Context: an optimization exercise on an open-source flow, tuned for small area. The choices shown serve that exercise and are no tape-out recipe.
Where RTL was checked, it was by simulation tests only, not by an equivalence proof against the original.
No functional check of the RTL was part of run 2.
No driver is modelled on the clock port, so clock power and skew are understated where the tree is cut down; a real chip needs a root buffer or a tree.
Power figures rest on the tool's default switching activity, not on a simulated workload.

==> flow/design.v <==
`timescale 1ns / 1ps
module top(
    input clk,
    input rst,
    input start,
    input [7:0] txin,
    output reg tx,
    input rx,
    output [7:0] rxout,
    output rxdone,
    output txdone
);
parameter clk_value = 100_000;
parameter baud = 9600;
parameter wait_count = clk_value / baud;
reg [3:0] tcnt;
reg [3:0] L;
reg [7:0] sh;       
wire tidle  = ~(L[3] | L[2] | L[1] | L[0]);
wire tload  = tidle | rst;
wire bitDone = (tcnt[0] & ~tcnt[1] & ~tcnt[2]);
wire tc9 = (tcnt[0] & ~tcnt[1] & ~tcnt[3]);
wire twrap = (tcnt[0] & tcnt[1] & ~tcnt[3]);
wire tfirst = (~tcnt[1] & ~tcnt[2] & ~tcnt[3]);
always @(posedge clk) begin
    tcnt[0] <= (~tcnt[1] & ~tload);
    tcnt[1] <= (tcnt[2] & ~tload);
    tcnt[2] <= ~((~tcnt[0] & tcnt[3]) | (tload) | (tcnt[1] & tcnt[2] & ~tcnt[3]));
    tcnt[3] <= (~tcnt[0] & ~tload);
end
wire tend  = twrap & (~L[2] & ~L[3]);        
wire tkill = rst | tend;
wire tgo   = tidle & start;
always @(posedge clk) begin
    L[3] <= ~tkill & (L[2] | tgo);
    L[2] <= ~tkill & (L[1]);
    L[1] <= ~tkill & (L[0] | tgo);
    L[0] <= ~tkill & ((L[3] ^ L[2]) | tgo);
end
always @(posedge clk) begin
    if (tidle) sh <= txin;
    else sh <= {sh[2:0], sh[7:3]};
end
wire tstop = (L[0] & ~L[2] & ~L[3]);    
always @(posedge clk) begin
    if (rst | tidle) tx <= 1'b1;
    else if (tfirst) tx <= 1'b0;
    else if (tc9) tx <= tstop | sh[4];
end
assign txdone = bitDone & (~L[0] & ~L[1]);
reg [2:0] rsub;
reg [3:0] rindex;
reg [8:0] rxdata;
wire ridle = ~rsub[2] & ~rsub[1] & ~rsub[0];
wire recv  = rsub[2] & ~rsub[1] & ~rsub[0];
wire smp   = rsub[2] & rsub[1] & ~rsub[0];
wire rlast = (~rindex[1] & rindex[2] & ~rindex[3]);    
wire radv  = recv & bitDone;
always @(posedge clk) begin
    rsub[2] <= ~rst & (rsub[1] | (recv & ~bitDone & ~rlast));
    rsub[1] <= ~rst & rsub[0];
    rsub[0] <= ~rst & (ridle ? ~rx : recv ? (bitDone & ~rlast) : (rsub[2] ^ rsub[1]));
end
always @(posedge clk) begin
    rindex[0] <= ~((~rindex[0] & ~radv) | (rindex[1] & ~rindex[2] & radv) | (ridle));
    rindex[1] <= (rindex[1] & ~radv & ~ridle) | (~rindex[2] & radv);
    rindex[2] <= (rindex[2] & ~radv & ~ridle) | (~rindex[3] & radv);
    rindex[3] <= ~((~rindex[3] & ~radv & ~ridle) | (rindex[0] & radv));
end
wire rclr = rst | ridle;
wire rhold = ~rclr & ~smp;
always @(posedge clk) begin
    rxdata <= ({9{smp & ~rst}} & {rxdata[7:0], rx}) | ({9{rhold}} & rxdata);
end
assign rxout = rxdata[8:1];
assign rxdone = bitDone & (rindex[0] & rindex[1] & rindex[2]);    
endmodule
==> flow/flow/run.sh <==
#!/bin/bash
# ORFS layout through the standard.sh, with these changes:
#  - synthesis maps the logic with an area-oriented ABC script (flow/area.abc)
#    and without half/full-adder cells, then turns each mux2 cell into an
#    a22o cell with one inverter per select net (flow/mux2a22o.v); registers
#    are mapped as usual;
#  - the port buffers are buf_1 cells;
#  - the clock tree is one buffer (flow/post_cts.tcl) of cell CLOCK_ROOT_CELL.
# If a try does not finish (the detailed router can get stuck on a last
# violation), the layout is made again from scratch with another core
# utilization.
set -uo pipefail
here=$(pwd)
flowdir=$here/flow

# Synthesis script: ORFS's synth.tcl with the ABC script swapped, then what
# synth_recipe.tcl does after it.
sed "s#log_cmd abc {\*}\$abc_args#lset abc_args 1 $flowdir/area.abc; log_cmd abc {*}\$abc_args; techmap -map $flowdir/mux2a22o.v; opt_merge -share_all; opt_clean#" \
    "$FLOW_HOME/scripts/synth.tcl" > "$here/area_synth.tcl"
grep -q "area.abc" "$here/area_synth.tcl" || exit 1
sed "s#source \$::env(SCRIPTS_DIR)/synth.tcl#source $here/area_synth.tcl#" \
    "$here/synth_recipe.tcl" > "$here/my_synth.tcl"
grep -q "area_synth.tcl" "$here/my_synth.tcl" || exit 1
sed "s#SYNTH_SCRIPT=[^ ]*synth_recipe.tcl#SYNTH_SCRIPT=$here/my_synth.tcl ADDER_MAP_FILE=#" \
    "$here/standard.sh" > "$here/my_standard.sh"
grep -q "my_synth.tcl" "$here/my_standard.sh" || exit 1

export BUFFER_PORTS_ARGS="-buffer_cell sky130_fd_sc_hd__buf_1"
export CTS_ARGS="-sink_clustering_enable -repair_clock_nets -dont_use_dummy_load"
export POST_CTS_TCL=$flowdir/post_cts.tcl
export CLOCK_ROOT_CELL=${CLOCK_ROOT_CELL:-sky130_fd_sc_hd__clkbuf_16}

try=0
for util in "" 30 45; do
  try=$((try + 1))
  rm -rf "$here/orfs" "$here/out/final.def"
  if [[ -n "$util" ]]; then extra="CORE_UTILIZATION=$util"; else extra=""; fi
  setsid bash "$here/my_standard.sh" $extra finish > "$here/flow_try$try.log" 2>&1 &
  pid=$!
  for ((s = 0; s < 1500; s += 5)); do
    kill -0 "$pid" 2>/dev/null || break
    sleep 5
  done
  if kill -0 "$pid" 2>/dev/null; then
    kill -TERM -- "-$pid" 2>/dev/null
    sleep 10
    kill -KILL -- "-$pid" 2>/dev/null
  fi
  wait "$pid"
  status=$?
  if [[ $status -eq 0 && -f "$here/out/final.def" ]]; then
    exit 0
  fi
  echo "try $try (utilization ${util:-default}) did not finish" >&2
done
exit 1
==> flow/flow/area.abc <==
strash
dc2
&get -n
&deepsyn -I 5 -J 100
&dch -f
&nf -R 1000 -p
&put
topo
==> flow/flow/mux2a22o.v <==
// A mux2 cell becomes an a22o cell fed by the select through two inverters
// (the select's two polarities); opt_merge -share_all then keeps one pair of
// inverters per select net, so the select itself drives a single input.
module sky130_fd_sc_hd__mux2_1 (input A0, input A1, input S, output X);
  wire sn, sp;
  sky130_fd_sc_hd__clkinv_1 _TECHMAP_REPLACE_.invn (.A(S), .Y(sn));
  sky130_fd_sc_hd__clkinv_1 _TECHMAP_REPLACE_.invp (.A(sn), .Y(sp));
  sky130_fd_sc_hd__a22o_1 _TECHMAP_REPLACE_.ao (.A1(A1), .A2(sp), .B1(A0), .B2(sn), .X(X));
endmodule
==> flow/flow/post_cts.tcl <==
# Replace the clock tree that CTS built by one buffer: every clock sink is
# moved to the root buffer's output, the other tree buffers are removed, and
# the root buffer is given the cell in CLOCK_ROOT_CELL.
set block [ord::get_db_block]
set db [ord::get_db]
set clknet [[$block findBTerm clk] getNet]
set roots {}
foreach it [$clknet getITerms] {
  if { [$it isInputSignal] } { lappend roots [$it getInst] }
}
if { [llength $roots] != 1 } { error "expected one root clock buffer, found [llength $roots]" }
set root [lindex $roots 0]
set rootnet [[$root findITerm X] getNet]
set removed 0
set again 1
while { $again } {
  set again 0
  foreach it [$rootnet getITerms] {
    if { ![$it isInputSignal] } { continue }
    set inst [$it getInst]
    set mname [[$inst getMaster] getName]
    if { ![string match "sky130_fd_sc_hd__clkbuf_*" $mname] } { continue }
    set outnet [[$inst findITerm X] getNet]
    foreach sink [$outnet getITerms] {
      if { [$sink getInst] == $inst } { continue }
      $sink disconnect
      $sink connect $rootnet
    }
    $it disconnect
    odb::dbInst_destroy $inst
    odb::dbNet_destroy $outnet
    incr removed
    set again 1
    break
  }
}
$root swapMaster [$db findMaster $::env(CLOCK_ROOT_CELL)]
# Put the buffer at the centre of its sinks; detailed_placement legalizes it.
set sx 0
set sy 0
set n 0
foreach it [$rootnet getITerms] {
  if { ![$it isInputSignal] } { continue }
  set bb [[$it getInst] getBBox]
  set sx [expr { $sx + ([$bb xMin] + [$bb xMax]) / 2 }]
  set sy [expr { $sy + ([$bb yMin] + [$bb yMax]) / 2 }]
  incr n
}
if { $n > 0 } {
  $root setLocation [expr { $sx / $n }] [expr { $sy / $n }]
}
puts "post_cts: removed $removed clock buffers, root [$root getName] is $::env(CLOCK_ROOT_CELL)"
detailed_placement
estimate_parasitics -placement
report_clock_min_period
==> flow/standard.sh <==
#!/bin/bash
# synth_recipe.tcl (not shown) runs the flow's synth.tcl, then flattens the netlist and writes it again
# the make line also repeats each setting of config.mk as NAME=value (left out here)
make -C /OpenROAD-flow-scripts/flow DESIGN_CONFIG=/design/flow/config.mk WORK_HOME=/design/flow/orfs CLKGATE_MAP_FILE= SYNTH_SCRIPT=/design/flow/synth_recipe.tcl "${@:-finish}"
==> flow/config.mk <==
export PLATFORM = sky130hd
export DESIGN_NAME = top
export DESIGN_NICKNAME = top
export VERILOG_FILES = /design/flow/design.v
export SDC_FILE = /design/flow/constraint.sdc
export NUM_CORES = 4
export LEC_CHECK = 0
export CAP_MARGIN = 0
export CORE_MARGIN = 2
export CORE_UTILIZATION = 35
export SLEW_MARGIN = 0
==> flow/constraint.sdc <==
create_clock -name core_clock -period 5.0 [get_ports {clk}]
set_input_delay 1.0000 -clock core_clock [delete_from_list [all_inputs] [get_ports {clk}]]
set_output_delay 1.0000 -clock core_clock [all_outputs]
set_load 0.01 [all_outputs]
==> results.yml, run 1 <==
sta:
  fmax_ghz: 0.445
  period_share: 0.450
  tightestPinTransition_ns: 0.987
  finalCriticalPeriod_ns: 2.25
  finalSetupTns_ns: 0
  drv_slew: 0
  skew_ns: 0.00164
  slew_headroom: 0.336
  finalSetupViolations: 0
  rsz0062_at_grt: "no"
  finalHoldViolations: 0
  hold_ws_ns: 0.455
layout:
  fin_nets: 142
  final_common_cell: "dfxtp_1"
  num_antenna_cells: 0
  syn_to_final_growth_pct: 8.80
  post_route_cells_drive_above_1_share: 0.00781
  fillers: 326
  final_cell_mix: "dfxtp_1 (33), buf_1 (22), a22o_1 (17)"
route:
  viasPerCell: 5.10
  vias: 877
  firstDrtPassIters: 5
  drcViolationCount: 0
  drtIter0Drc: 77
  routedWlPerCell_um: 11.9
  drt_wl_total_um: 2040
  drtAntennaViolNets: 0
pwr:
  p_per_area_nw_per_um2: 426
  ir_worst_vdd_v: 0.000211
  p_leak_nw: 0.469
synth:
  ys_warn_count: 1
  synthCells: 113
  synthArstFlopShare: 0
  yosysTopAreaCell: "dfxtp_1"
  synth_area_leaders: "dfxtp_1 (57%), a22o_1 (13%), buf_4 (5.2%)"
  synth_area_um2: 1170
  synth_ff_type: "dfxtp_1"
  ys_seq_area_frac: 0.567
  synth.distinct_cells: 23
  synth_seq_cells: 33
  syn-num-nets: 125
  synth_top_cell_area_share: 0.567
  avgSynthCellArea_um2: 10.3
  synth_edf_count: 0
setup_path:
  cp_data_arrival_time_ns: 1.25
  crit_path_end_kind: "primary output"
  path_max_fanout: 5
  r2r-start: "L[2]$_DFF_P_"
  cp_data_required_time_ns: 4.00
  cpPeakStageDelay_ns: 0.36
  reg2regPathDepth: 4
  worstPathCellList: "nor2_1 -> nand2_1 -> and4b_1 -> buf_1"
  critical_path_class: "reg2out"
  startpoint: "tcnt[1]$_DFF_P_"
  cpMaxStageDelayCell: "dfxtp_1"
  cp-start-kind: "register"
worst_hold_path:
  hold_path_startpoint: "sh[3]$_DFF_P_"
  whs_path_depth: 1
  hold_path.class: "reg2reg"
global_route:
  grt_usage: 0.146
  grt_antenna_before_repair: 0
  grt_pass1_vias: 758
  grt-ovfl-total: 0
  grt_first_pass_wirelength_um: 3350
  grt_max_degree: 34
clocking:
  cts.sinks: 33
  path_clk_slew_ns: 0.11
  clk_latency_ns: 0.17
status:
  status: "finished clean"
placement:
  gp_congestion: 0.700
  dp_hpwl_um: 1450
  port_buffers: 22
floorplan:
  floorplan.rows: 20
  die_h_um: 61.7
  io_pins: 23
  initial_utilization: 0.376
  coreArea_um2: 3100
  design.die.area_um2: 3810
  die-width_um: 61.7
run:
  maxCapViolCount: 0
-- path summary, 6_finish.rpt --
check	end	slack (ns)
max	rxdone	2.75
min	sh[0]$_DFF_P_	0.46
max reg2reg	sh[6]$_DFF_P_	2.78
min reg2reg	sh[0]$_DFF_P_	0.46
-- kinds of logic (layout without fill, tap and decap cells) --
family / Yosys count / count (layout) / synth area share
simple gates: 34 / 34 / 0.143
buf+inv: 10 / 25 / 0.0579
flops: 33 / 33 / 0.567
compound gates: 36 / 36 / 0.233
-- worst max-delay path, delay by kind of cell, from the launching register on --
| kind | cells | cell delay (ns) |
|---|---|---|
| flops | 1 | 0.36 |
| buf+inv | 1 | 0.15 |
| simple gates | 3 | 0.56 |
-- power breakdown --
| group | leakage, nW | internal [mW] | switching [mW] |
|---|---|---|---|
| logic | 0.185 | 0.0463 | 0.0547 |
| registers | 0.271 | 0.310 | 0.0288 |
| clock network | 0.0123 | 0.0374 | 0.0635 |
-- synthesized netlist by cell type (2+ instances only) --
master    count
dfxtp_1      33
a22o_1       17
nor2_1       11
buf_4         8
nand2_1       8
nor2b_1       5
nor3_1        5
a21oi_1       4
o21ai_0       4
a31oi_1       3
a211oi_1      2
clkinv_1      2
-- metal layers --
metal / share of wire / GRT usage / up-vias
li1: - / - / 438
met1: 0.47 / 0.232 / 405
met2: 0.47 / 0.220 / 34
met3: 0.065 / 0.0248 / 0
met4: 0 / 0 / 0
met5: 0 / 0 / -
-- sequential cells by signal (all words and copies together) (netlist names) --
| signal | count |
|---|---|
| L | 4 |
| rindex | 4 |
| rsub | 3 |
| rxdata | 9 |
| sh | 8 |
| tcnt | 4 |
| tx | 1 |
-- metrics by stage --
stage / setup slack [ns] / power, mW / area, um2 / util / cells
3_5_place_dp: 2.69 / 0.445 / 1240 / 0.401 / 171
6_report: 2.75 / 0.541 / 1270 / 0.409 / 172
3_3_place_gp: 2.76 / 0.441 / 1240 / 0.401 / 171
5_1_grt: 2.53 / 0.576 / 1270 / 0.409 / 172
2_1_floorplan: 3.15 / 0.415 / 1170 / - / 113
-- area by class of cell --
class / instances / area, um2 / area share
flip-flops and latches: 33 / 661 / 0.521
multi-input cells: 70 / 438 / 0.345
repair buffers: 22 / 82.6 / 0.0651
well taps: 44 / 55.1 / 0.0434
clock buffers: 1 / 25.0 / 0.0197
inverters: 2 / 7.51 / 0.00592
==> run 2: changes to the inputs <==
--- a/flow/design.v
+++ b/flow/design.v
@@ -53,17 +53,17 @@
 reg [8:0] rxdata;
-wire ridle = ~rsub[2] & ~rsub[1] & ~rsub[0];
-wire recv  = rsub[2] & ~rsub[1] & ~rsub[0];
-wire smp   = rsub[2] & rsub[1] & ~rsub[0];
-wire rlast = (~rindex[1] & rindex[2] & ~rindex[3]);    
+wire ridle = (rsub[0] & rsub[1] & ~rsub[2]);
+wire recv = (rsub[0] & rsub[1] & rsub[2]);
+wire smp = (~rsub[0] & rsub[1] & ~rsub[2]);
+wire rlast = (rindex[0] & ~rindex[1] & ~rindex[3]);    
 wire radv  = recv & bitDone;
 always @(posedge clk) begin
-    rsub[2] <= ~rst & (rsub[1] | (recv & ~bitDone & ~rlast));
-    rsub[1] <= ~rst & rsub[0];
-    rsub[0] <= ~rst & (ridle ? ~rx : recv ? (bitDone & ~rlast) : (rsub[2] ^ rsub[1]));
+    rsub[0] <= ~((~rsub[1] & ~rst));
+    rsub[1] <= ~((~rsub[1] & ~rsub[2] & ~rst) | (rsub[0] & ~rsub[2] & ~rx & ~rst) | (~rsub[0] & rsub[1] & rsub[2] & ~rst) | (rsub[1] & rsub[2] & bitDone & ~rlast & ~rst));
+    rsub[2] <= (~rsub[0] & ~rst) | (rsub[1] & rsub[2] & ~bitDone & ~rlast & ~rst);
 end
 always @(posedge clk) begin
-    rindex[0] <= ~((~rindex[0] & ~radv) | (rindex[1] & ~rindex[2] & radv) | (ridle));
-    rindex[1] <= (rindex[1] & ~radv & ~ridle) | (~rindex[2] & radv);
-    rindex[2] <= (rindex[2] & ~radv & ~ridle) | (~rindex[3] & radv);
-    rindex[3] <= ~((~rindex[3] & ~radv & ~ridle) | (rindex[0] & radv));
+    rindex[0] <= ~((~rindex[0] & ~radv & ~ridle) | (rindex[0] & radv));
+    rindex[1] <= ~((~rindex[3] & radv) | (~rindex[1] & ~radv & ~ridle) | (rindex[0] & ~rindex[1] & ~ridle));
+    rindex[2] <= (rindex[2] & ~radv & ~ridle) | (~rindex[1] & radv);
+    rindex[3] <= (rindex[3] & ~radv & ~ridle) | (~rindex[2] & radv);
 end
@@ -75,3 +75,3 @@
 assign rxout = rxdata[8:1];
-assign rxdone = bitDone & (rindex[0] & rindex[1] & rindex[2]);    
+assign rxdone = bitDone & (~rindex[0] & rindex[2] & ~rindex[3]);    
 endmodule
==> results.yml, run 2 <==
status:
  status: "finished clean"
synth:
  synth_common_cells: "dfxtp_1 (33), a22o_1 (17), buf_4 (8), nor2_1 (8), nand2_1 (6)"
  ys_seq_area_frac: 0.576
  synth_ff_type: "dfxtp_1"
  syn-num-nets: 122
  synth_edf_count: 0
  synthMostInstantiatedCell: "dfxtp_1"
  synth_area_um2: 1150
  synth_top_cell_area_share: 0.576
  yosysTopAreaCell: "dfxtp_1"
  synth.distinct_cells: 23
  synth_area_leaders: "dfxtp_1 (58%), a22o_1 (13%), buf_4 (5.2%)"
  synth_seq_cells: 33
  ys_warn_count: 1
  synthCells: 110
  synthArstFlopShare: 0
  avgSynthCellArea_um2: 10.4
route:
  viasPerCell: 4.92
  firstDrtPassIters: 4
  drtIter0Drc: 53
  vias: 837
  drtAntennaViolNets: 0
  drcViolationCount: 0
  drt_wl_total_um: 1840
  routedWlPerCell_um: 10.8
layout:
  num_antenna_cells: 0
  post_route_cells_drive_above_1_share: 0.0159
  multiInputGateArea_um2: 408
  fin_util: 0.409
  final_common_cell: "dfxtp_1"
  largest_reg_flops: 9
  fillers: 320
  final_cell_mix: "dfxtp_1 (33), buf_1 (22), a22o_1 (17)"
  reg_top3: "rxdata (9), sh (8)"
  postLayoutCellArea_um2: 1260
  final_cells: 170
  largest_register: "rxdata"
  fin_nets: 140
  syn_to_final_growth_pct: 9.60
  ff_latch_area_um2: 661
global_route:
  grt-ovfl-total: 0
  grt_usage: 0.143
  grt_pass1_vias: 788
  grt_antenna_before_repair: 0
  grt_first_pass_wirelength_um: 3350
  grt_max_degree: 34
setup_path:
  crit_buf_inv: 2
  cp-start-kind: "register"
  cp_data_required_time_ns: 4.00
  r2r-start: "L[0]$_DFF_P_"
  startpoint: "tcnt[0]$_DFF_P_"
  crit_path_end_kind: "primary output"
  critical_path_class: "reg2out"
  worstPathCellList: "clkinv_1 -> or3_1 -> nor4b_1 -> buf_1"
  cpMaxStageDelayCell: "or3_1"
  path_max_fanout: 4
  cpPeakStageDelay_ns: 0.39
  cpLargestDelayFamily: "simple AND/OR/NAND/NOR gates"
  cp_data_arrival_time_ns: 1.55
sta:
  period_share: 0.510
  finalHoldViolations: 0
  hold_ws_ns: 0.453
  finalSetupTns_ns: 0
  slew_headroom: 0.540
  fin_ws_ns: 2.45
  finalSetupViolations: 0
  drv_slew: 0
  skew_ns: 0.00602
  rsz0062_at_grt: "no"
  tightestPinTransition_ns: 0.690
  fmax_ghz: 0.392
  finalCriticalPeriod_ns: 2.55
clocking:
  path_clk_slew_ns: 0.11
  clk_latency_ns: 0.17
  cts.sinks: 33
placement:
  pre_cts_ws_ns: 2.65
  place_inst: 169
  placed_area_um2: 1230
  gp_congestion: 0.712
  port_buffers: 22
  dp_hpwl_um: 1360
pwr:
  ir_worst_vdd_v: 0.000197
  p_clk_frac: 0.178
  switching_power_mw: 0.147
  p_leak_nw: 0.462
  seq_power_share: 0.634
  power.total_mw: 0.548
  p_int_mw: 0.400
  p_per_area_nw_per_um2: 435
  p_sw_frac: 0.269
  comb_power_share: 0.188
floorplan:
  coreArea_um2: 3080
  design.die.area_um2: 3750
  floorplan.rows: 20
  die-width_um: 61.3
  io_pins: 23
  die_h_um: 61.3
  initial_utilization: 0.373
run:
  maxCapViolCount: 0
worst_hold_path:
  hold_path_startpoint: "sh[3]$_DFF_P_"
  hold_path.class: "reg2reg"
-- run 2: changes by cell type after synthesis, sizes merged, moves of 2 or more --
cell,change
a31oi,-3
clkinv,+3
nand2,-2
nand3,+2
nor2,-3
nor3,-2
or2,+2
-- run 2: final timing paths --
| check | to | slack [ns] | cells after the start |
|---|---|---|---|
| worst max register to register | sh[4]$_DFF_P_ | 3.29 | 4 |
| worst min register to register | sh[0]$_DFF_P_ | 0.45 | 1 |
| worst min-delay path | sh[0]$_DFF_P_ | 0.45 | 1 |
| worst max-delay path | rxdone | 2.45 | 4 |
-- run 2: per-layer routing --
metal	up-vias	share of wire	track usage
met3	2	0.051	0.0273
met2	16	0.44	0.211
li1	428	-	-
met5	-	0	0
met1	391	0.50	0.222
met4	0	0.0082	0.0155
-- run 2: kinds of logic (layout without fill, tap and decap cells) --
family          count (synthesis)  in the layout  share of synthesized area
compound gates                 33             33                      0.217
flops                          33             33                      0.576
simple gates                   31             31                      0.139
buf+inv                        13             29                     0.0687
-- run 2: final cells by class --
| type | instances | area share |
|---|---|---|
| inverter | 5 | 0.0149 |
| multi-input combinational | 64 | 0.324 |
| timing repair buffer | 23 | 0.0716 |
| sequential | 33 | 0.525 |
| tap | 44 | 0.0438 |
| clock buffer | 1 | 0.0199 |
-- run 2: power groups by stage --
stage                     clock network, mW  registers, mW  logic [mW]
after global routing                  0.115          0.355       0.121
after detailed placement                  0          0.352       0.103
after floorplan                           0          0.346      0.0797
final                                0.0973          0.347       0.103
after global placement                    0          0.351       0.101
-- run 2: worst register-to-register path, stage by stage, from the launching register on --
cell and delay, ns:
dfxtp_1 0.36, nor4_1 0.51, clkinv_1 0.38, clkinv_1 0.24, a22o_1 0.17
==> run 3: changes to the inputs <==
--- a/flow/design.v
+++ b/flow/design.v
@@ -53,5 +53,5 @@
 reg [8:0] rxdata;
-wire ridle = (rsub[0] & rsub[1] & ~rsub[2]);
-wire recv = (rsub[0] & rsub[1] & rsub[2]);
-wire smp = (~rsub[0] & rsub[1] & ~rsub[2]);
+wire ridle = (rsub[0] & ~rsub[1] & ~rsub[2]);
+wire recv = (rsub[0] & ~rsub[1] & rsub[2]);
+wire smp = (rsub[0] & rsub[1] & ~rsub[2]);
 wire rlast = (rindex[0] & ~rindex[1] & ~rindex[3]);    
@@ -59,5 +59,5 @@
 always @(posedge clk) begin
-    rsub[0] <= ~((~rsub[1] & ~rst));
-    rsub[1] <= ~((~rsub[1] & ~rsub[2] & ~rst) | (rsub[0] & ~rsub[2] & ~rx & ~rst) | (~rsub[0] & rsub[1] & rsub[2] & ~rst) | (rsub[1] & rsub[2] & bitDone & ~rlast & ~rst));
-    rsub[2] <= (~rsub[0] & ~rst) | (rsub[1] & rsub[2] & ~bitDone & ~rlast & ~rst);
+    rsub[0] <= ~((~rsub[1] & ~rsub[2] & ~rx & ~rst) | (~rsub[0] & ~rsub[2] & ~rst) | (rsub[0] & rsub[1] & rsub[2] & ~rst) | (rsub[0] & rsub[2] & bitDone & ~rlast & ~rst));
+    rsub[1] <= (~rsub[0] & ~rst);
+    rsub[2] <= (rsub[1] & ~rst) | (rsub[0] & rsub[2] & ~bitDone & ~rlast & ~rst);
 end
--- a/flow/flow/run.sh
+++ b/flow/flow/run.sh
@@ -30,3 +30,3 @@
 export POST_CTS_TCL=$flowdir/post_cts.tcl
-export CLOCK_ROOT_CELL=${CLOCK_ROOT_CELL:-sky130_fd_sc_hd__clkbuf_16}
+export CLOCK_ROOT_CELL=${CLOCK_ROOT_CELL:-sky130_fd_sc_hd__buf_12}
 
@@ -39,3 +39,3 @@
   pid=$!
-  for ((s = 0; s < 1500; s += 5)); do
+  for ((s = 0; s < 600; s += 5)); do
     kill -0 "$pid" 2>/dev/null || break
==> results.yml, run 3 <==
setup_path:
  startpoint: "tcnt[0]$_DFF_P_"
  reg2reg_setup_slack_ns: 3.32
  critical_path_class: "reg2out"
  crit_path_end_kind: "primary output"
  cp_data_required_time_ns: 4.00
  reg2regPathDepth: 4
  r2r-start: "L[0]$_DFF_P_"
  cp-start-kind: "register"
  endpoint: "rxdone"
  path_max_fanout: 4
  cp_data_arrival_time_ns: 1.49
  r2r_end: "sh[6]$_DFF_P_"
synth:
  yosysTopAreaCell: "dfxtp_1"
  synth_top_cell_area_share: 0.580
  avgSynthCellArea_um2: 10.4
  synthArstFlopShare: 0
  synth_ff_type: "dfxtp_1"
  synth_top_family_by_area: "compound AO/OA/AOI/OAI gates"
  ys_seq_area_frac: 0.580
  synth_seq_cells: 33
  synth_area_leaders: "dfxtp_1 (58%), a22o_1 (13%), buf_4 (5.3%)"
  synthCells: 110
  synthMuxAreaShare: 0
  synth.distinct_cells: 22
  synthSimpleGateAreaFrac: 0.133
  synthAdderAreaFrac: 0
  synthMostInstantiatedCell: "dfxtp_1"
  synth_edf_count: 0
  syn-num-nets: 122
  synth_area_um2: 1140
  ys_warn_count: 1
  synth_common_cells: "dfxtp_1 (33), a22o_1 (17), nor2_1 (10), buf_4 (8), nand2_1 (6)"
  synth_xor_area_frac: 0
  synth_compound_area_frac: 0.218
route:
  drcViolationCount: 0
  vias: 838
  routedWlPerCell_um: 10.6
  drt_wl_total_um: 1800
  viasPerCell: 4.96
  firstDrtPassIters: 4
  drtIter0Drc: 136
  drtAntennaViolNets: 0
global_route:
  grt-ovfl-total: 0
  grt_max_degree: 34
  grt_usage: 0.135
  grt_antenna_before_repair: 0
  grt_first_pass_wirelength_um: 2960
  grt_pass1_vias: 700
layout:
  reg_top3: "rxdata (9), sh (8)"
  post_route_cells_drive_above_1_share: 0.00800
  postLayoutCellArea_um2: 1240
  largest_reg_flops: 9
  syn_to_final_growth_pct: 8.56
  fin_nets: 139
  final_cell_mix: "dfxtp_1 (33), buf_1 (22), a22o_1 (17)"
  largest_register: "rxdata"
  fillers: 317
  final_common_cell: "dfxtp_1"
  num_antenna_cells: 0
floorplan:
  initial_utilization: 0.370
  die-width_um: 61.1
  io_pins: 23
  floorplan.rows: 20
  coreArea_um2: 3080
  design.die.area_um2: 3730
  die_h_um: 61.1
sta:
  period_share: 0.499
  finalHoldViolations: 0
  drv_slew: 0
  skew_ns: 0.00535
  finalCriticalPeriod_ns: 2.49
  slew_headroom: 0.404
  tightestPinTransition_ns: 0.887
  finalSetupTns_ns: 0
  fmax_ghz: 0.401
  rsz0062_at_grt: "no"
  finalSetupViolations: 0
placement:
  dp_hpwl_um: 1310
  port_buffers: 22
  placed_area_um2: 1220
  gp_congestion: 0.770
run:
  maxCapViolCount: 0
pwr:
  p_leak_nw: 0.452
  ir_worst_vdd_v: 0.000173
  p_per_area_nw_per_um2: 437
worst_hold_path:
  hold_path.class: "reg2reg"
status:
  status: "finished clean"
clocking:
  cts.sinks: 33
  path_clk_slew_ns: 0.12
  clk_latency_ns: 0.15
run 3: changes by cell type after synthesis, sizes merged:
| cell | previous run | this run |
|---|---|---|
| nand2b | 0 | 1 |
| nand3 | 2 | 0 |
| nand3b | 0 | 1 |
| nand4 | 1 | 0 |
| nor2 | 8 | 10 |
| nor3 | 3 | 5 |
| nor3b | 1 | 0 |
| nor4b | 2 | 1 |
| o211ai | 0 | 1 |
| o21a | 1 | 0 |
| or2 | 2 | 1 |
run 3: logic make-up after synthesis:
group	count (synthesis)
buffers and inverters	13
DFF	33
and+or+nand+nor	31
AOI/OAI and AO/OA	33
run 3: final cells by class:
| type | count | area [um2] | area share |
|---|---|---|---|
| flip-flops and latches | 33 | 661 | 0.534 |
| multi-input cells | 64 | 400 | 0.324 |
| repair buffers | 22 | 82.6 | 0.0667 |
| well taps | 44 | 55.1 | 0.0445 |
| clock buffers | 1 | 20.0 | 0.0162 |
| inverters | 5 | 18.8 | 0.0152 |
run 3: metrics by stage:
| stage | utilization | hold WS [ns] | instances | total power [mW] | worst slack, ns |
|---|---|---|---|---|---|
| 3_5_place_dp | 0.396 | 0.425 | 168 | 0.453 | 2.67 |
| 3_3_place_gp | 0.396 | 0.418 | 168 | 0.451 | 2.74 |
| 5_1_grt | 0.402 | 0.476 | 169 | 0.582 | 2.39 |
| 2_1_floorplan | - | 0.416 | 110 | 0.424 | 2.76 |
| 6_report | 0.402 | 0.452 | 169 | 0.541 | 2.51 |
run 3: how the worst min path moves through the flow:
stage | from | endpoint | slack [ns] | cells after the start
after floorplan | sh[3]$_DFF_P_ | sh[0]$_DFF_P_ | 0.42 | 1
after global placement | sh[3]$_DFF_P_ | sh[0]$_DFF_P_ | 0.42 | 1
after detailed placement | sh[7]$_DFF_P_ | sh[4]$_DFF_P_ | 0.42 | 1
after global routing | sh[3]$_DFF_P_ | sh[0]$_DFF_P_ | 0.48 | 1
final | sh[3]$_DFF_P_ | sh[0]$_DFF_P_ | 0.45 | 1
run 3: worst max-delay path: stages, from the launching register on:
cell and delay (ns):
dfxtp_1 0.37, clkinv_1 0.12, or3_1 0.39, nor4b_1 0.28
buf_1 0.18
run 3: metal layers:
metal,track usage,part of all wire
met1,0.200,0.47
met2,0.210,0.45
met3,0.0252,0.078
met4,0.0217,0
met5,0,0
run 3: power breakdown:
| group | total [mW] | internal (mW) | switching (mW) |
|---|---|---|---|
| logic | 0.101 | 0.0457 | 0.0552 |
| registers | 0.346 | 0.316 | 0.0304 |
| clock network | 0.0940 | 0.0328 | 0.0613 |
==> run 4: changes to the inputs <==
--- a/flow/flow/run.sh
+++ b/flow/flow/run.sh
@@ -30,3 +30,3 @@
 export POST_CTS_TCL=$flowdir/post_cts.tcl
-export CLOCK_ROOT_CELL=${CLOCK_ROOT_CELL:-sky130_fd_sc_hd__buf_12}
+export CLOCK_ROOT_CELL=${CLOCK_ROOT_CELL:-sky130_fd_sc_hd__clkbuf_16}
 
==> results.yml, run 4 <==
setup_path:
  path_max_fanout: 4
  r2r_end: "sh[6]$_DFF_P_"
  reg2reg_setup_slack_ns: 3.32
  reg2regPathDepth: 4
  critical_path_class: "reg2out"
  startpoint: "tcnt[0]$_DFF_P_"
  cpMaxStageDelayCell: "or3_1"
  path_depth: 4
  r2r-start: "L[0]$_DFF_P_"
  cpPeakStageDelay_ns: 0.39
  cp_data_required_time_ns: 4.00
  worstPathCellList: "clkinv_1 -> or3_1 -> nor4b_1 -> buf_1"
  cp-start-kind: "register"
  cpLargestDelayFamily: "simple AND/OR/NAND/NOR gates"
  crit_buf_inv: 2
  endpoint: "rxdone"
  cp_data_arrival_time_ns: 1.52
  crit_path_end_kind: "primary output"
floorplan:
  io_pins: 23
  die-width_um: 61.1
  coreArea_um2: 3080
  design.die.area_um2: 3730
  initial_utilization: 0.370
  die_h_um: 61.1
  floorplan.rows: 20
synth:
  ys_warn_count: 1
  synthArstFlopShare: 0
  synth_area_um2: 1140
  synth_ff_type: "dfxtp_1"
  yosysTopAreaCell: "dfxtp_1"
  synthMostInstantiatedCell: "dfxtp_1"
  synth_edf_count: 0
  synth_seq_cells: 33
  synth_area_leaders: "dfxtp_1 (58%), a22o_1 (13%), buf_4 (5.3%)"
  avgSynthCellArea_um2: 10.4
  synth.distinct_cells: 22
  synth_common_cells: "dfxtp_1 (33), a22o_1 (17), nor2_1 (10), buf_4 (8), nand2_1 (6)"
  ys_seq_area_frac: 0.580
  synth_top_cell_area_share: 0.580
  synthCells: 110
  syn-num-nets: 122
sta:
  fin_ws_ns: 2.48
  rsz0062_at_grt: "no"
  fmax_ghz: 0.397
  drv_slew: 0
  finalSetupTns_ns: 0
  finalCriticalPeriod_ns: 2.52
  finalHoldViolations: 0
  slew_headroom: 0.404
  period_share: 0.504
  finalSetupViolations: 0
  tightestPinTransition_ns: 0.887
  skew_ns: 0.00374
layout:
  num_antenna_cells: 0
  reg_top3: "rxdata (9), sh (8)"
  final_cell_mix: "dfxtp_1 (33), buf_1 (22), a22o_1 (17)"
  fin_nets: 139
  largest_register: "rxdata"
  fillers: 317
  final_cells: 169
  syn_to_final_growth_pct: 9.00
  post_route_cells_drive_above_1_share: 0.00800
  largest_reg_flops: 9
  postLayoutCellArea_um2: 1240
  final_common_cell: "dfxtp_1"
route:
  routedWlPerCell_um: 10.6
  firstDrtPassIters: 7
  vias: 841
  drt_wl_total_um: 1790
  viasPerCell: 4.98
  drtIter0Drc: 147
  drtAntennaViolNets: 0
  drcViolationCount: 0
pwr:
  p_clk_frac: 0.181
  power.total_mw: 0.546
  seq_power_share: 0.634
  p_sw_frac: 0.270
  p_leak_nw: 0.454
  p_per_area_nw_per_um2: 440
  p_int_mw: 0.399
  comb_power_share: 0.185
  switching_power_mw: 0.147
  ir_worst_vdd_v: 0.000169
clocking:
  path_clk_slew_ns: 0.11
  cts.sinks: 33
  clk_latency_ns: 0.17
placement:
  gp_congestion: 0.770
  place_inst: 168
  dp_hpwl_um: 1310
  port_buffers: 22
  placed_area_um2: 1220
  pre_cts_ws_ns: 2.67
run:
  maxCapViolCount: 0
global_route:
  grt_first_pass_wirelength_um: 2960
  grt_usage: 0.135
  grt_pass1_vias: 700
  grt_max_degree: 34
  grt-ovfl-total: 0
  grt_antenna_before_repair: 0
worst_hold_path:
  hold_path.class: "reg2reg"
status:
  status: "finished clean"
## run 4: cell counts after synthesis
No cell type changed its count.
## run 4: worst min-delay path by stage
stage          slack (ns)  depth (start not counted)             to           from
2_1_floorplan        0.42                          1  sh[0]$_DFF_P_  sh[3]$_DFF_P_
3_3_place_gp         0.42                          1  sh[0]$_DFF_P_  sh[3]$_DFF_P_
3_5_place_dp         0.42                          1  sh[4]$_DFF_P_  sh[7]$_DFF_P_
5_1_grt              0.47                          1  sh[0]$_DFF_P_  sh[3]$_DFF_P_
6_report             0.45                          1  sh[0]$_DFF_P_  sh[3]$_DFF_P_
## run 4: logic make-up after synthesis
| logic type | count (synthesis) | share of synthesized area |
|---|---|---|
| compound gates | 33 | 0.218 |
| simple gates | 31 | 0.133 |
| flops | 33 | 0.580 |
| buf+inv | 13 | 0.0692 |
## run 4: layer usage
metal  vias to the layer above  wire length, um  GRT usage
met5                         -                0          0
met4                         0                4     0.0217
met3                         2              152     0.0252
met2                        33              805      0.210
met1                       384              824      0.200
li1                        422                -          -
## run 4: layout make-up
type	count	area [um2]	area share
sequential	33	661	0.532
multi-input combinational	64	400	0.322
tap	44	55.1	0.0443
timing repair buffer	22	82.6	0.0665
clock buffer	1	25.0	0.0201
inverter	5	18.8	0.0151
## run 4: stage by stage
step / util / hold slack [ns]
6_report: 0.404 / 0.451
3_5_place_dp: 0.396 / 0.425
3_3_place_gp: 0.396 / 0.418
2_1_floorplan: - / 0.416
5_1_grt: 0.404 / 0.475
## run 4: power groups by stage
stage                     logic (mW)  registers [mW]  clock network [mW]
after floorplan               0.0793           0.345                   0
after detailed placement       0.102           0.350                   0
final                          0.101           0.346              0.0991
after global routing           0.118           0.352               0.117
after global placement        0.0995           0.352                   0
==> run 5: changes to the inputs <==
--- a/flow/flow/run.sh
+++ b/flow/flow/run.sh
@@ -30,3 +30,3 @@
 export POST_CTS_TCL=$flowdir/post_cts.tcl
-export CLOCK_ROOT_CELL=${CLOCK_ROOT_CELL:-sky130_fd_sc_hd__clkbuf_16}
+export CLOCK_ROOT_CELL=${CLOCK_ROOT_CELL:-sky130_fd_sc_hd__buf_12}
 
--- a/flow/flow/post_cts.tcl
+++ b/flow/flow/post_cts.tcl
@@ -54,2 +54,19 @@
 estimate_parasitics -placement
+
+proc worst_clock_slew { } {
+  set worst 0
+  foreach pin [get_pins -hierarchical */CLK] {
+    set s [get_property $pin slew_max]
+    if { $s > $worst } { set worst $s }
+  }
+  return $worst
+}
+set slew [worst_clock_slew]
+puts "post_cts: worst clock pin slew estimate [format %.1f [expr { $slew * 1000 }]] ps"
+if { $slew > 0.132 && [[$root getMaster] getName] ne "sky130_fd_sc_hd__clkbuf_16" } {
+  $root swapMaster [$db findMaster sky130_fd_sc_hd__clkbuf_16]
+  detailed_placement
+  estimate_parasitics -placement
+  puts "post_cts: root is now sky130_fd_sc_hd__clkbuf_16, estimate [format %.1f [expr { [worst_clock_slew] * 1000 }]] ps"
+}
 report_clock_min_period
==> results.yml, run 5 <==
global_route:
  grt_pass1_vias: 700
  grt-ovfl-total: 0
  grt_first_pass_wirelength_um: 2960
  grt_usage: 0.135
  grt_max_degree: 34
  grt_antenna_before_repair: 0
setup_path:
  r2r_end: "sh[6]$_DFF_P_"
  cp_data_arrival_time_ns: 1.49
  startpoint: "tcnt[0]$_DFF_P_"
  crit_path_end_kind: "primary output"
  cp_data_required_time_ns: 4.00
  r2r-start: "L[0]$_DFF_P_"
  path_max_fanout: 4
  cp-start-kind: "register"
  reg2regPathDepth: 4
  reg2reg_setup_slack_ns: 3.32
  endpoint: "rxdone"
  critical_path_class: "reg2out"
synth:
  synth.distinct_cells: 22
  synth_ff_type: "dfxtp_1"
  yosysTopAreaCell: "dfxtp_1"
  syn-num-nets: 122
  avgSynthCellArea_um2: 10.4
  synthMostInstantiatedCell: "dfxtp_1"
  synthCells: 110
  synth_seq_cells: 33
  ys_seq_area_frac: 0.580
  synth_common_cells: "dfxtp_1 (33), a22o_1 (17), nor2_1 (10), buf_4 (8), nand2_1 (6)"
  synth_edf_count: 0
  synth_area_um2: 1140
  ys_warn_count: 1
  synth_top_cell_area_share: 0.580
  synthArstFlopShare: 0
  synth_area_leaders: "dfxtp_1 (58%), a22o_1 (13%), buf_4 (5.3%)"
placement:
  port_buffers: 22
  place_inst: 168
  gp_congestion: 0.770
  placed_area_um2: 1220
  dp_hpwl_um: 1310
  pre_cts_ws_ns: 2.67
clocking:
  path_clk_slew_ns: 0.12
  clk_latency_ns: 0.15
  cts.sinks: 33
layout:
  num_antenna_cells: 0
  syn_to_final_growth_pct: 8.56
  largest_register: "rxdata"
  final_cells: 169
  post_route_cells_drive_above_1_share: 0.00800
  fillers: 317
  largest_reg_flops: 9
  final_common_cell: "dfxtp_1"
  postLayoutCellArea_um2: 1240
  final_cell_mix: "dfxtp_1 (33), buf_1 (22), a22o_1 (17)"
  fin_nets: 139
  reg_top3: "rxdata (9), sh (8)"
pwr:
  switching_power_mw: 0.147
  comb_power_share: 0.186
  p_leak_nw: 0.452
  p_clk_frac: 0.174
  p_per_area_nw_per_um2: 437
  ir_worst_vdd_v: 0.000173
  p_int_mw: 0.394
  p_sw_frac: 0.271
  seq_power_share: 0.640
sta:
  fin_ws_ns: 2.51
  finalSetupTns_ns: 0
  tightestPinTransition_ns: 0.887
  finalCriticalPeriod_ns: 2.49
  period_share: 0.499
  finalHoldViolations: 0
  finalSetupViolations: 0
  fmax_ghz: 0.401
  skew_ns: 0.00535
  hold_ws_ns: 0.452
  slew_headroom: 0.404
  drv_slew: 0
  rsz0062_at_grt: "no"
worst_hold_path:
  hold_path.class: "reg2reg"
route:
  firstDrtPassIters: 4
  drcViolationCount: 0
  drtIter0Drc: 136
  drt_wl_total_um: 1800
  routedWlPerCell_um: 10.6
  vias: 838
  drtAntennaViolNets: 0
  viasPerCell: 4.96
run:
  maxCapViolCount: 0
floorplan:
  coreArea_um2: 3080
  floorplan.rows: 20
  io_pins: 23
  die_h_um: 61.1
  initial_utilization: 0.370
  die-width_um: 61.1
  design.die.area_um2: 3730
status:
  status: "finished clean"
-- run 5: through the flow --
step                 util  total power, mW
floorplan               -            0.424
global placement    0.396            0.451
detailed placement  0.396            0.453
global route        0.402            0.582
finish              0.402            0.541
-- run 5: per-layer routing --
layer / GRT usage / share of wire / vias to the layer above
met5: 0 / 0 / -
met4: 0.0217 / 0 / 0
met3: 0.0252 / 0.078 / 0
met2: 0.210 / 0.45 / 28
met1: 0.200 / 0.47 / 388
li1: - / - / 422
-- run 5: worst min-delay path by stage --
stage | startpoint | endpoint | slack [ns] | depth (start not counted)
3_3_place_gp | sh[3]$_DFF_P_ | sh[0]$_DFF_P_ | 0.42 | 1
6_report | sh[3]$_DFF_P_ | sh[0]$_DFF_P_ | 0.45 | 1
3_5_place_dp | sh[7]$_DFF_P_ | sh[4]$_DFF_P_ | 0.42 | 1
2_1_floorplan | sh[3]$_DFF_P_ | sh[0]$_DFF_P_ | 0.42 | 1
5_1_grt | sh[3]$_DFF_P_ | sh[0]$_DFF_P_ | 0.48 | 1
-- run 5: critical path, cell delays in order (launching register included) --
cell      delay [ns]
dfxtp_1         0.37
clkinv_1        0.12
or3_1           0.39
nor4b_1         0.28
buf_1           0.18
-- run 5: area by class of cell --
type | count | area, um2 | area share
Timing Repair Buffer | 22 | 82.6 | 0.0667
Multi-Input combinational cell | 64 | 400 | 0.324
Sequential cell | 33 | 661 | 0.534
Clock buffer | 1 | 20.0 | 0.0162
Inverter | 5 | 18.8 | 0.0152
Tap cell | 44 | 55.1 | 0.0445
-- run 5: power groups by stage --
stage	logic, mW	clock network [mW]	registers, mW
2_1_floorplan	0.0793	0	0.345
3_3_place_gp	0.0995	0	0.352
3_5_place_dp	0.102	0	0.350
5_1_grt	0.118	0.113	0.352
6_report	0.101	0.0940	0.346
-- run 5: logic make-up (layout without fill, tap and decap cells) --
kind of cell | count (synthesis) | in the layout | synth area share
AOI/OAI and AO/OA | 33 | 33 | 0.218
DFF | 33 | 33 | 0.580
and+or+nand+nor | 31 | 31 | 0.133
buffers and inverters | 13 | 28 | 0.0692
==> run 6: changes to the inputs <==
--- a/flow/flow/run.sh
+++ b/flow/flow/run.sh
@@ -7,3 +7,4 @@
 #  - the port buffers are buf_1 cells;
-#  - the clock tree is one buffer (flow/post_cts.tcl) of cell CLOCK_ROOT_CELL.
+#  - the clock tree is one buffer (flow/post_cts.tcl), the smallest cell of
+#    CLOCK_ROOT_CELLS that keeps the clock pins' slew well inside the limit.
 # If a try does not finish (the detailed router can get stuck on a last
@@ -30,3 +31,4 @@
 export POST_CTS_TCL=$flowdir/post_cts.tcl
-export CLOCK_ROOT_CELL=${CLOCK_ROOT_CELL:-sky130_fd_sc_hd__buf_12}
+export CLOCK_ROOT_CELL=sky130_fd_sc_hd__buf_12
+export CLOCK_ROOT_CELLS="sky130_fd_sc_hd__buf_8 sky130_fd_sc_hd__buf_12"
 
--- a/flow/flow/post_cts.tcl
+++ b/flow/flow/post_cts.tcl
@@ -63,5 +63,14 @@
 }
-set slew [worst_clock_slew]
-puts "post_cts: worst clock pin slew estimate [format %.1f [expr { $slew * 1000 }]] ps"
-if { $slew > 0.132 && [[$root getMaster] getName] ne "sky130_fd_sc_hd__clkbuf_16" } {
+# Try the cells of CLOCK_ROOT_CELLS from the smallest and keep the first whose
+# estimate stays below 132 ps (about 125 ps once routed); else clkbuf_16.
+set chosen ""
+foreach cell $::env(CLOCK_ROOT_CELLS) {
+  $root swapMaster [$db findMaster $cell]
+  detailed_placement
+  estimate_parasitics -placement
+  set slew [worst_clock_slew]
+  puts "post_cts: $cell gives a worst clock pin slew estimate of [format %.1f [expr { $slew * 1000 }]] ps"
+  if { $slew <= 0.132 } { set chosen $cell; break }
+}
+if { $chosen eq "" } {
   $root swapMaster [$db findMaster sky130_fd_sc_hd__clkbuf_16]
@@ -69,4 +78,5 @@
   estimate_parasitics -placement
-  puts "post_cts: root is now sky130_fd_sc_hd__clkbuf_16, estimate [format %.1f [expr { [worst_clock_slew] * 1000 }]] ps"
+  set chosen sky130_fd_sc_hd__clkbuf_16
 }
+puts "post_cts: root is $chosen"
 report_clock_min_period
==> results.yml, run 6 <==
setup_path:
  reg2regPathDepth: 4
  cp_data_required_time_ns: 4.00
  critical_path_class: "reg2out"
  path_max_fanout: 4
  cpMaxStageDelayCell: "or3_1"
  cp-start-kind: "register"
  cpPeakStageDelay_ns: 0.39
  path_depth: 4
  worstPathCellList: "clkinv_1 -> or3_1 -> nor4b_1 -> buf_1"
  cpLargestDelayFamily: "simple AND/OR/NAND/NOR gates"
  crit_buf_inv: 2
  crit_path_end_kind: "primary output"
  cp_data_arrival_time_ns: 1.49
route:
  viasPerCell: 4.96
  drtIter0Drc: 136
  vias: 838
  drtAntennaViolNets: 0
  drt_wl_total_um: 1800
  firstDrtPassIters: 4
  drcViolationCount: 0
  routedWlPerCell_um: 10.6
synth:
  synth_edf_count: 0
  synthMostInstantiatedCell: "dfxtp_1"
  synth_common_cells: "dfxtp_1 (33), a22o_1 (17), nor2_1 (10), buf_4 (8), nand2_1 (6)"
  ys_warn_count: 1
  synthCells: 110
  syn-num-nets: 122
  synth_area_leaders: "dfxtp_1 (58%), a22o_1 (13%), buf_4 (5.3%)"
  synth_area_um2: 1140
  synth_seq_cells: 33
  synth.distinct_cells: 22
  yosysTopAreaCell: "dfxtp_1"
  synthArstFlopShare: 0
  ys_seq_area_frac: 0.580
  avgSynthCellArea_um2: 10.4
  synth_ff_type: "dfxtp_1"
  synth_top_cell_area_share: 0.580
global_route:
  grt-ovfl-total: 0
  grt_antenna_before_repair: 0
  grt_pass1_vias: 700
  grt_first_pass_wirelength_um: 2960
  grt_usage: 0.135
  grt_max_degree: 34
sta:
  period_share: 0.499
  finalSetupTns_ns: 0
  fmax_ghz: 0.401
  finalSetupViolations: 0
  rsz0062_at_grt: "no"
  tightestPinTransition_ns: 0.887
  finalCriticalPeriod_ns: 2.49
  skew_ns: 0.00535
  finalHoldViolations: 0
  drv_slew: 0
  slew_headroom: 0.404
placement:
  port_buffers: 22
  gp_congestion: 0.770
  placed_area_um2: 1220
  dp_hpwl_um: 1310
pwr:
  p_clk_frac: 0.174
  ir_worst_vdd_v: 0.000173
  switching_power_mw: 0.147
  p_leak_nw: 0.452
  comb_power_share: 0.186
  seq_power_share: 0.640
  p_sw_frac: 0.271
  p_per_area_nw_per_um2: 437
  p_int_mw: 0.394
layout:
  postLayoutCellArea_um2: 1240
  largest_reg_flops: 9
  largest_register: "rxdata"
  syn_to_final_growth_pct: 8.56
  num_antenna_cells: 0
  fillers: 317
  reg_top3: "rxdata (9), sh (8)"
  post_route_cells_drive_above_1_share: 0.00800
  fin_nets: 139
  final_cell_mix: "dfxtp_1 (33), buf_1 (22), a22o_1 (17)"
  final_common_cell: "dfxtp_1"
status:
  status: "finished clean"
floorplan:
  io_pins: 23
  die_h_um: 61.1
  design.die.area_um2: 3730
  coreArea_um2: 3080
  die-width_um: 61.1
  initial_utilization: 0.370
  floorplan.rows: 20
clocking:
  path_clk_slew_ns: 0.12
  cts.sinks: 33
  clk_latency_ns: 0.15
worst_hold_path:
  hold_path.class: "reg2reg"
  whs_path_depth: 1
run:
  maxCapViolCount: 0
-- run 6: cell counts after synthesis --
Identical to the previous run, type by type.
-- run 6: power groups by stage --
stage,clock network [mW],registers [mW],logic [mW]
after floorplan,0,0.345,0.0793
after global placement,0,0.352,0.0995
after detailed placement,0,0.350,0.102
after global routing,0.113,0.352,0.118
final,0.0940,0.346,0.101
-- run 6: cell type report --
cell class / count / area [um2] / share of cell area
Inverter: 5 / 18.8 / 0.0152
Sequential cell: 33 / 661 / 0.534
Clock buffer: 1 / 20.0 / 0.0162
Multi-Input combinational cell: 64 / 400 / 0.324
Tap cell: 44 / 55.1 / 0.0445
Timing Repair Buffer: 22 / 82.6 / 0.0667
-- run 6: cell families (layout without fill, tap and decap cells) --
| group | count (synthesis) | in the layout | synth area share |
|---|---|---|---|
| AND/OR/NAND/NOR | 31 | 31 | 0.133 |
| AO/OA/AOI/OAI | 33 | 33 | 0.218 |
| buffers and inverters | 13 | 28 | 0.0692 |
| flip-flops | 33 | 33 | 0.580 |
-- run 6: worst register-to-register path: cells and delay by family (launching register included) --
family                 cells  cell delay, ns
flip-flops                 1            0.36
buffers and inverters      2            0.60
AND/OR/NAND/NOR            1            0.51
AO/OA/AOI/OAI              1            0.17
-- run 6: worst paths after layout --
path	start	endpoint	slack [ns]
min reg2reg	sh[3]$_DFF_P_	sh[0]$_DFF_P_	0.45
min	sh[3]$_DFF_P_	sh[0]$_DFF_P_	0.45
max	tcnt[0]$_DFF_P_	rxdone	2.51
max reg2reg	L[0]$_DFF_P_	sh[6]$_DFF_P_	3.32
-- run 6: per-stage QoR --
stage / std cells / util / total power [mW] / setup slack, ns / hold WS (ns)
floorplan: 110 / - / 0.424 / 2.76 / 0.416
global placement: 168 / 0.396 / 0.451 / 2.74 / 0.418
detailed placement: 168 / 0.396 / 0.453 / 2.67 / 0.425
global route: 169 / 0.402 / 0.582 / 2.39 / 0.476
finish: 169 / 0.402 / 0.541 / 2.51 / 0.452
-- run 6: routing by layer --
metal | up-vias | global-route usage | routed length, um
li1 | 422 | - | -
met5 | - | 0 | 0
met2 | 28 | 0.210 | 814
met1 | 388 | 0.200 | 840
met4 | 0 | 0.0217 | 0
met3 | 0 | 0.0252 | 140

[port drivers added, routing unchanged]
The flow's constraints put no driver on any port. The routed layouts listed below were extracted and timed again, unchanged, in two steps.
Step 1, drivers: a clkbuf_16 drives clk and a buf_2 each remaining input, both assumed.
Step 2 times the ports against the registers' clock, not the clock port: input delays grow and output delays shrink by t, the midpoint of the rising clock arrivals with the driver on.
Three values: no drivers, after step 1, after step 2; two values: the first two.
run	t, ns	slack for setup (ns)	hold WS [ns]	worst setup path at the end
run 1	0.197	2.752 / 2.725 / 2.697	0.455 / 0.455 / 0.455	input to register
run 2	0.195	2.449 / 2.422 / 2.616	0.453 / 0.453 / 0.453	register to output
run 3	0.173	2.506 / 2.476 / 2.650	0.452 / 0.452 / 0.452	register to output
run 4	0.197	2.480 / 2.453 / 2.650	0.451 / 0.451 / 0.451	register to output
run 5	0.173	2.506 / 2.476 / 2.650	0.452 / 0.452 / 0.452	register to output
run 6	0.173	2.506 / 2.476 / 2.650	0.452 / 0.452 / 0.452	register to output
After both steps every run listed still meets setup and hold. The setup slack of run 1, which loses most, moves by -0.027 ns with the drivers and by -0.055 ns with both steps.
